Source: an optimization exercise on an open RTL-to-GDS flow (aim: small area and a short achievable clock period). Production flows keep margins and buffers that such runs may drop. RTL that was checked went through simulation tests only; none was proved equivalent to the original. Power figures rest on the tool's default switching activity, not on a simulated workload.

Setup of 11-10:
// DSP
module DSP (a,b,c,d,clk,rst_n,p);
    parameter OPERATION = "ADD" ;
    input [17:0] a,b,d;
    input [47:0] c;
    input clk,rst_n;
    output reg [47:0] p;
    wire [19:0] ax = {2'b00, a};
    reg [8:0] bo, bt, bn;
    reg bz;
    reg [17:0] s1;
    wire [17:0] s0;
    ks18 u_pre (.a(b), .b(d), .s(s0));
    reg [115:0] x;
    wire [115:0] xe = x ^ 116'b00101010100100100100100100010010001000100010001000001100000000000000000000000000000000000000000000000000000000000000;
    reg [47:0] r0;
    reg [47:8] r1;
    reg rc;
    wire [47:0] cd = {c[47:36] - 12'd1, c[35:0]};
    wire [115:0] xn;
    wire [8:0] nn = ~bn;
    wire [18:0] sx = {1'b0, s1};
    wire [18:0] sy = {s1, 1'b0};
    wire [17:0] pz = {18{bz}} & s1;
    wire [18:0] pp0 = (({19{bo[0]}} & sx) | ({19{bt[0]}} & sy)) ^ {19{bn[0]}};
    wire [18:0] pp1 = (({19{bo[1]}} & sx) | ({19{bt[1]}} & sy)) ^ {19{bn[1]}};
    wire [18:0] pp2 = (({19{bo[2]}} & sx) | ({19{bt[2]}} & sy)) ^ {19{bn[2]}};
    wire [18:0] pp3 = (({19{bo[3]}} & sx) | ({19{bt[3]}} & sy)) ^ {19{bn[3]}};
    wire [18:0] pp4 = (({19{bo[4]}} & sx) | ({19{bt[4]}} & sy)) ^ {19{bn[4]}};
    wire [18:0] pp5 = (({19{bo[5]}} & sx) | ({19{bt[5]}} & sy)) ^ {19{bn[5]}};
    wire [18:0] pp6 = (({19{bo[6]}} & sx) | ({19{bt[6]}} & sy)) ^ {19{bn[6]}};
    wire [18:0] pp7 = (({19{bo[7]}} & sx) | ({19{bt[7]}} & sy)) ^ {19{bn[7]}};
    wire [18:0] pp8 = (({19{bo[8]}} & sx) | ({19{bt[8]}} & sy)) ^ {19{bn[8]}};
    wire hs1, hk1;
    wire fs1, fk1;
    wire hs2, hk2;
    wire fs2, fk2;
    wire fs3, fk3;
    wire fs4, fk4;
    wire hs3, hk3;
    wire fs5, fk5;
    wire fs6, fk6;
    wire fs7, fk7;
    wire fs8, fk8;
    wire hs4, hk4;
    wire fs9, fk9;
    wire fs10, fk10;
    wire fs11, fk11;
    wire fs12, fk12;
    wire fs13, fk13;
    wire fs14, fk14;
    wire hs5, hk5;
  ...
For scale: roughly 290 flip-flops, about 150 I/O pins.
==> flow/config.mk <==
export PLATFORM = sky130hd
export DESIGN_NAME = DSP
export DESIGN_NICKNAME = DSP
export VERILOG_FILES = /design/flow/design.v
export SDC_FILE = /design/flow/constraint.sdc
export NUM_CORES = 4
export LEC_CHECK = 0
export CAP_MARGIN = 20
export CORE_MARGIN = 2
export CORE_UTILIZATION = 60
export CTS_BUF_LIST = sky130_fd_sc_hd__clkbuf_8
export CTS_CLUSTER_DIAMETER = 60
export CTS_CLUSTER_SIZE = 16
export SETUP_SLACK_MARGIN = 4.5
export SLEW_MARGIN = 20
export SYNTH_HIERARCHICAL = 1
export SYNTH_MINIMUM_KEEP_SIZE = 0
==> flow/constraint.sdc <==
create_clock -name core_clock -period 7.0 [get_ports {clk}]
set_input_delay 1.4000 -clock core_clock [delete_from_list [all_inputs] [get_ports {clk}]]
set_output_delay 1.4000 -clock core_clock [all_outputs]
set_load 0.01 [all_outputs]
standard.sh (not shown) runs the stock make flow with config.mk's settings and CLKGATE_MAP_FILE= SYNTH_SCRIPT=/design/flow/synth_recipe.tcl, a recipe that flattens the netlist after the stock synthesis.
==> flow/flow/run.sh <==
#!/bin/bash
# Standard ORFS layout (the standard.sh, unchanged synthesis), except:
# - the input and output ports are buffered with a plain buf_1 instead of the
#   delay-type buffer that buffer_ports picks by default;
# - clock tree synthesis inserts no dummy load cells.
set -euo pipefail
bash standard.sh \
  "BUFFER_PORTS_ARGS=-buffer_cell sky130_fd_sc_hd__buf_1" \
  "CTS_ARGS=-sink_clustering_enable -repair_clock_nets -sink_clustering_size 16 -sink_clustering_max_diameter 60 -buf_list sky130_fd_sc_hd__clkbuf_8 -dont_use_dummy_load" \
  finish > orfs_make.log 2>&1
Changes in 10-03 relative to 11-10:
diff --git a/flow/design.v b/flow/design.v
--- a/flow/design.v
+++ b/flow/design.v
@@ -42,25 +42,25 @@
     input [17:0] a,b,d;
     input [47:0] c;
     input clk,rst_n;
     output reg [47:0] p;
     wire [19:0] ax = {2'b00, a};
     reg [8:0] bo, bt, bn;
     reg bz;
     reg [17:0] s1;
     wire [17:0] s0;
     ks18 u_pre (.a(b), .b(d), .s(s0));
     reg [115:0] x;
-    wire [115:0] xe = x ^ 116'b00101010100100100100100100010010001000100010001000001100000000000000000000000000000000000000000000000000000000000000;
+    wire [115:0] xe = x;
     reg [47:0] r0;
-    reg [47:8] r1;
+    reg [47:6] r1;
     reg rc;
     wire [47:0] cd = {c[47:36] - 12'd1, c[35:0]};
     wire [115:0] xn;
     wire [8:0] nn = ~bn;
     wire [18:0] sx = {1'b0, s1};
     wire [18:0] sy = {s1, 1'b0};
     wire [17:0] pz = {18{bz}} & s1;
     wire [18:0] pp0 = (({19{bo[0]}} & sx) | ({19{bt[0]}} & sy)) ^ {19{bn[0]}};
     wire [18:0] pp1 = (({19{bo[1]}} & sx) | ({19{bt[1]}} & sy)) ^ {19{bn[1]}};
     wire [18:0] pp2 = (({19{bo[2]}} & sx) | ({19{bt[2]}} & sy)) ^ {19{bn[2]}};
     wire [18:0] pp3 = (({19{bo[3]}} & sx) | ({19{bt[3]}} & sy)) ^ {19{bn[3]}};
@@ -624,28 +624,28 @@
     assign xn[108] = fk91;
     assign xn[109] = hs21;
     assign xn[110] = hk21;
     assign xn[111] = hs22;
     assign xn[112] = hk22;
     assign xn[113] = hs23;
     assign xn[114] = hk23;
     assign xn[115] = hk12;
     wire [47:0] r0n = {cd[47], cd[46], cd[45], cd[44], cd[43], cd[42], cd[41], cd[40], cd[39], cd[38], fk168, fk167, fk166, fk165, fk164, fk163, fk162, fk161, fk160, fk159, fk158, fk157, fk156, fk155, fk154, fk153, fk152, fk151, fk150, fk149, fk148, fk147, fk146, fk145, fk144, fk143, fk142, fk141, fk140, fk139, fk138, fk137, fk136, hk44, hk43, cd[2], xe[1], xe[0]};
     wire [47:0] r1n = {1'b0, 1'b0, 1'b0, 1'b0, 1'b0, 1'b0, 1'b0, 1'b0, 1'b0, hk45, hs45, fs168, fs167, fs166, fs165, fs164, fs163, fs162, fs161, fs160, fs159, fs158, fs157, fs156, fs155, fs154, fs153, fs152, fs151, fs150, fs149, fs148, fs147, fs146, fs145, fs144, fs143, fs142, fs141, fs140, fs139, fs138, fs137, fs136, hs44, hs43, cd[1], cd[0]};
     always @(posedge clk) s1 <= s0;
-    wire [8:0] lo = r0n[7:0] + r1n[7:0];
-    wire [40:0] hi = {r0[47:8], 1'b1} + {r1[47:8], rc};
+    wire [6:0] lo = r0n[5:0] + r1n[5:0];
+    wire [42:0] hi = {r0[47:6], 1'b1} + {r1[47:6], rc};
     always @(posedge clk or negedge rst_n) begin
         if (!rst_n) begin
             bo <= 0; bt <= 0; bn <= 0; bz <= 0;
-            x <= 0; r0 <= 0; r1 <= 0; rc <= 0; p <= 0;
+            x <= 116'b00101010100100100100100100010010001000100010001000001100000000000000000000000000000000000000000000000000000000000000; r0 <= 0; r1 <= 0; rc <= 0; p <= 0;
         end else begin
             bo[0] <= ax[0] ^ 1'b0;
             bt[0] <= (ax[1] & ~ax[0] & ~1'b0) | (~ax[1] & ax[0] & 1'b0);
             bn[0] <= ax[1];
             bo[1] <= ax[2] ^ ax[1];
             bt[1] <= (ax[3] & ~ax[2] & ~ax[1]) | (~ax[3] & ax[2] & ax[1]);
             bn[1] <= ax[3];
             bo[2] <= ax[4] ^ ax[3];
             bt[2] <= (ax[5] & ~ax[4] & ~ax[3]) | (~ax[5] & ax[4] & ax[3]);
             bn[2] <= ax[5];
             bo[3] <= ax[6] ^ ax[5];
@@ -659,19 +659,19 @@
             bn[5] <= ax[11];
             bo[6] <= ax[12] ^ ax[11];
             bt[6] <= (ax[13] & ~ax[12] & ~ax[11]) | (~ax[13] & ax[12] & ax[11]);
             bn[6] <= ax[13];
             bo[7] <= ax[14] ^ ax[13];
             bt[7] <= (ax[15] & ~ax[14] & ~ax[13]) | (~ax[15] & ax[14] & ax[13]);
             bn[7] <= ax[15];
             bo[8] <= ax[16] ^ ax[15];
             bt[8] <= (ax[17] & ~ax[16] & ~ax[15]) | (~ax[17] & ax[16] & ax[15]);
             bn[8] <= ax[17];
             bz <= a[17];
-            x  <= xn ^ 116'b00101010100100100100100100010010001000100010001000001100000000000000000000000000000000000000000000000000000000000000;
-            r0 <= {r0n[47:8], lo[7:0]};
-            r1 <= r1n[47:8];
-            rc <= lo[8];
-            p  <= {hi[40:1], r0[7:0]};
+            x  <= xn;
+            r0 <= {r0n[47:6], lo[5:0]};
+            r1 <= r1n[47:6];
+            rc <= lo[6];
+            p  <= {hi[42:1], r0[5:0]};
         end
     end
 endmodule
10-03 vs 11-10: wire length of the first global-routing pass up by a few percent
Reported for 10-03 and 11-10, setup violation total in the final timing report turned out identical to the last digit.
As of 10-03, power consumption had risen by a little under 10% compared to 11-10.
Compared with 11-10, 10-03 shows a critical path depth that is 1 higher.
In the reports for 10-03 and 11-10, the larger met2 usage belongs to 10-03.
10-03 vs. 11-10: via count rose by about 3.5%; core occupancy in the finished layout rose by 1.3 points; final routed wire length divided by cell count rose by 0.64 um; TritonCTS buffer count rose by 1.
Min portion of total power attributed to combinational logic across 10-03 and 11-10: 11-10
No functional check of the RTL was part of any run of this note.

* * *

== old ==
DSP, a different RTL version from the one above (not shown whole).
Size in the first run: roughly 290 flip-flops, roughly 150 I/O pins, roughly 18000 um^2 of cells after synthesis.
Settings: LEC_CHECK=0, CAP_MARGIN=20, CORE_MARGIN=2, CORE_UTILIZATION=60, CTS_BUF_LIST=sky130_fd_sc_hd__clkbuf_8, SETUP_SLACK_MARGIN=4.5, SLEW_MARGIN=20, SYNTH_HIERARCHICAL=1, SYNTH_MINIMUM_KEEP_SIZE=0; clock period 7.0 ns.
==> flow/flow/run.sh <==
#!/bin/bash
# Standard ORFS layout (the standard.sh, unchanged synthesis), except that the
# input and output ports are buffered with a plain buffer cell instead of the
# delay-type buffer that buffer_ports picks by default.
set -euo pipefail
bash standard.sh "BUFFER_PORTS_ARGS=-buffer_cell sky130_fd_sc_hd__buf_1" finish > orfs_make.log 2>&1
For new, these inputs were changed with respect to old:
--- a/flow/design.v
+++ b/flow/design.v
@@ -47,15 +47,15 @@
         reg [8:0] bo, bt, bn;
     reg bz;
     reg [17:0] s1;
     wire [17:0] s0;
     ks18 u_pre (.a(b), .b(d), .s(s0));
     reg [115:0] x;
     reg [47:0] r0;
-    reg [47:8] r1;
+    reg [47:12] r1;
     reg rc;
     wire [47:0] cd = {c[47:36] - 12'd1, c[35:0]};
     wire [115:0] xn;
     wire [8:0] nn = ~bn;
     wire [18:0] sx = {1'b0, s1};
     wire [18:0] sy = {s1, 1'b0};
     wire [17:0] pz = {18{bz}} & s1;
@@ -594,20 +594,21 @@
     assign xn[111] = fs51;
     assign xn[112] = fk51;
     assign xn[113] = gs9;
     assign xn[114] = fs91;
     assign xn[115] = fk91;
     wire [47:0] r0n = {cd[47], cd[46], cd[45], cd[44], cd[43], cd[42], cd[41], cd[40], cd[39], cd[38], hk27, fk170, fk169, fk168, fk167, fk166, fk165, fk164, fk163, fk162, fk161, fk160, fk159, fk158, fk157, fk156, fk155, fk154, fk153, fk152, fk151, fk150, fk149, fk148, fk147, fk146, fk145, fk144, fk143, fk142, fk141, fk140, fk139, hk26, hk25, hk24, fk138, fs138};
     wire [47:0] r1n = {1'b0, 1'b0, 1'b0, 1'b0, 1'b0, 1'b0, 1'b0, 1'b0, 1'b0, 1'b0, cd[37], hs27, fs170, fs169, fs168, fs167, fs166, fs165, fs164, fs163, fs162, fs161, fs160, fs159, fs158, fs157, fs156, fs155, fs154, fs153, fs152, fs151, fs150, fs149, fs148, fs147, fs146, fs145, fs144, fs143, fs142, fs141, fs140, fs139, hs26, hs25, hs24, 1'b0};
-    wire [8:0] lo = r0n[7:0] + r1n[7:0];
-    wire [40:0] hi = {r0[47:8], 1'b1} + {r1[47:8], rc};
+    always @(posedge clk) s1 <= s0;
+    wire [12:0] lo = r0n[11:0] + r1n[11:0];
+    wire [36:0] hi = {r0[47:12], 1'b1} + {r1[47:12], rc};
     always @(posedge clk or negedge rst_n) begin
         if (!rst_n) begin
             bo <= 0; bt <= 0; bn <= 0; bz <= 0;
-            s1 <= 0; x <= 116'b01101001010010001001001000100010001000100010001000011000000000000000000000000000000000000000000000000000000000000000; r0 <= 0; r1 <= 0; rc <= 0; p <= 0;
+            x <= 116'b01101001010010001001001000100010001000100010001000011000000000000000000000000000000000000000000000000000000000000000; r0 <= 0; r1 <= 0; rc <= 0; p <= 0;
         end else begin
             bo[0] <= ax[0] ^ 1'b0;
             bt[0] <= (ax[1] & ~ax[0] & ~1'b0) | (~ax[1] & ax[0] & 1'b0);
             bn[0] <= ax[1];
             bo[1] <= ax[2] ^ ax[1];
             bt[1] <= (ax[3] & ~ax[2] & ~ax[1]) | (~ax[3] & ax[2] & ax[1]);
             bn[1] <= ax[3];
@@ -629,16 +630,15 @@
             bo[7] <= ax[14] ^ ax[13];
             bt[7] <= (ax[15] & ~ax[14] & ~ax[13]) | (~ax[15] & ax[14] & ax[13]);
             bn[7] <= ax[15];
             bo[8] <= ax[16] ^ ax[15];
             bt[8] <= (ax[17] & ~ax[16] & ~ax[15]) | (~ax[17] & ax[16] & ax[15]);
             bn[8] <= ax[17];
             bz <= a[17];
-            s1 <= s0;
             x  <= xn;
-            r0 <= {r0n[47:8], lo[7:0]};
-            r1 <= r1n[47:8];
-            rc <= lo[8];
-            p  <= {hi[40:1], r0[7:0]};
+            r0 <= {r0n[47:12], lo[11:0]};
+            r1 <= r1n[47:12];
+            rc <= lo[12];
+            p  <= {hi[36:1], r0[11:0]};
         end
     end
 endmodule
==> summary.txt <==
Summary of new over old: share of flip-flops with an asynchronous set or reset after synthesis lost 6.3 points; worst hold margin decreased 7.7 ps; final standard cell area without fillers flat; via count of the first global-routing pass increased 118; total power climbed about 6%. In the metrics for old and new, the one carrying the higher share of the synthesized area in compound gates (AO/OA/AOI/OAI) is old. new improves on old in clock skew. When new is set beside old, its number of standard cells in the final layout excluding fillers turns out to be 0.79% smaller.
The RTL of new was laid out without a check of its function.

* * *

== north ==
DSP, a different RTL version from the one above (not shown whole).
Size in the first run: ~1500 cells after synthesis, roughly 290 flip-flops, about 18000 µm² of cells after synthesis.
export LEC_CHECK = 0
export CAP_MARGIN = 20
export CORE_MARGIN = 2
export CORE_UTILIZATION = 60
export CTS_BUF_LIST = sky130_fd_sc_hd__clkbuf_8
export CTS_CLUSTER_DIAMETER = 60
export CTS_CLUSTER_SIZE = 16
export SETUP_SLACK_MARGIN = 4.5
export SLEW_MARGIN = 20
export SYNTH_HIERARCHICAL = 1
export SYNTH_MINIMUM_KEEP_SIZE = 0
create_clock -name core_clock -period 7.0 [get_ports {clk}]
==> flow/flow/run.sh <==
#!/bin/bash
# Standard ORFS layout (the standard.sh, unchanged synthesis), except:
# - the input and output ports are buffered with a plain buf_1 instead of the
#   delay-type buffer that buffer_ports picks by default;
# - clock tree synthesis inserts no dummy load cells.
set -euo pipefail
bash standard.sh \
  "BUFFER_PORTS_ARGS=-buffer_cell sky130_fd_sc_hd__buf_1" \
  "CTS_ARGS=-sink_clustering_enable -repair_clock_nets -sink_clustering_size 16 -sink_clustering_max_diameter 60 -buf_list sky130_fd_sc_hd__clkbuf_8 -dont_use_dummy_load" \
  finish > orfs_make.log 2>&1
Edits applied to the flow inputs when going from north to south:
-- flow/design.v --
<<< north, line 27
    generate for (l = 0; l < L; l = l + 1) begin : g_l
        for (i = 0; i < W; i = i + 1) begin : g_i
            if (i >= (1 << l)) begin : g_m
                assign g[l+1][i] = g[l][i] | (p[l][i] & g[l][i-(1<<l)]);
                assign p[l+1][i] = p[l][i] & p[l][i-(1<<l)];
            end else begin : g_k
                assign g[l+1][i] = g[l][i];
>>> south, line 27
    generate for (l = 0; l < L; l = l + 1) begin : g_l
        for (i = 0; i < W; i = i + 1) begin : g_i
            if ((i >> l) % 2 == 1) begin : g_m
                assign g[l+1][i] = g[l][i] | (p[l][i] & g[l][((i >> (l+1)) << (l+1)) + (1 << l) - 1]);
                assign p[l+1][i] = p[l][i] & p[l][((i >> (l+1)) << (l+1)) + (1 << l) - 1];
            end else begin : g_k
                assign g[l+1][i] = g[l][i];
<<< north, line 37
    end endgenerate
    assign s = p[0] ^ {g[L][W-2:0], 1'b0};
endmodule
module DSP (a,b,c,d,clk,rst_n,p);
>>> south, line 37
    end endgenerate
    assign s = p[0] ^ {g[L][W-2:0], 1'b0};
endmodule
module addhi (input [39:0] a, input [39:0] b, input ci, output [39:0] s);
    localparam W = 40;
    localparam L = 6;
    wire [W-1:0] g [0:L];
    wire [W-1:0] p [0:L];
    wire [W-1:0] p0 = a ^ b;
    wire [W-1:0] g0 = a & b;
    assign g[0] = {g0[W-1:1], g0[0] | (p0[0] & ci)};
    assign p[0] = p0;
    genvar l, i;
    generate for (l = 0; l < L; l = l + 1) begin : g_l
        for (i = 0; i < W; i = i + 1) begin : g_i
            if ((i >> l) % 2 == 1) begin : g_m
                assign g[l+1][i] = g[l][i] | (p[l][i] & g[l][((i >> (l+1)) << (l+1)) + (1 << l) - 1]);
                assign p[l+1][i] = p[l][i] & p[l][((i >> (l+1)) << (l+1)) + (1 << l) - 1];
            end else begin : g_k
                assign g[l+1][i] = g[l][i];
                assign p[l+1][i] = p[l][i];
            end
        end
    end endgenerate
    assign s = p0 ^ {g[L][W-2:0], ci};
endmodule
module DSP (a,b,c,d,clk,rst_n,p);
<<< north, line 634
    always @(posedge clk) s1 <= s0;
    wire [8:0] lo = r0n[7:0] + r1n[7:0];
    wire [40:0] hi = {r0[47:8], 1'b1} + {r1[47:8], rc};
    always @(posedge clk or negedge rst_n) begin
        if (!rst_n) begin
>>> south, line 657
    always @(posedge clk) s1 <= s0;
    wire [8:0] lo = r0n[7:0] + r1n[7:0];
    wire [40:0] hi; addhi u_hi (.a(r0[47:8]), .b(r1[47:8]), .ci(rc), .s(hi[40:1])); assign hi[0] = 1'b0;
    always @(posedge clk or negedge rst_n) begin
        if (!rst_n) begin
Notes after the runs:
Lower switching share of power among north and south: south
Measured against each other, north and south differ in final routed wire length divided by cell count, the lower figure coming from south.
south vs north on wire length after detailed routing: south is the lower one.
Width of the die (south vs. north) decreases slightly
Comparing north and south, the higher post-place instance area was measured on north.
NOTE: clock period minus worst slack in south exceeds that of north
Final instance area essentially unchanged between south and north.
Sequential share of layout area of north is on par with south.
For south, only the layout was checked, not whether the RTL still works.

==> re-timing with driven ports <==
The flow's constraints put no driver on any port. The routed layouts listed below were extracted and timed again, unchanged, in two steps.
Step 1 (the two cells are an assumption about what drives the block):
set clk [get_ports {clk}]
set_driving_cell -lib_cell sky130_fd_sc_hd__clkbuf_16 $clk
set_driving_cell -lib_cell sky130_fd_sc_hd__buf_2 [delete_from_list [all_inputs] $clk]
Step 2 also shifts input and output timing later by t, the mid clock arrival at the registers, as if the neighbouring blocks saw the same clock.
Three values: ideal, step 1, step 2; two values: the first two.
run | t (ns) | setup WS [ns] | worst setup path after step 2 | latest minus earliest clock arrival (ns)
11-10 | 0.591 | 4.504 / 4.488 / 3.943 | input to register | 0.042 / 0.042
10-03 | 0.603 | 4.460 / 4.460 / 4.023 | input to register | 0.065 / 0.065
old | 0.619 | 4.454 / 4.454 / 3.908 | input to register | 0.043 / 0.043
new | 0.603 | 4.132 / 4.150 / 3.547 | input to register | 0.033 / 0.032
north | 0.597 | 4.507 / 4.460 / 3.937 | input to register | 0.057 / 0.057
south | 0.622 | 4.163 / 4.180 / 3.558 | input to register | 0.050 / 0.050
After both steps setup and hold are still met in every run listed. The setup slack of south, which loses most, moves by +0.017 ns with the drivers and by -0.605 ns with both steps.
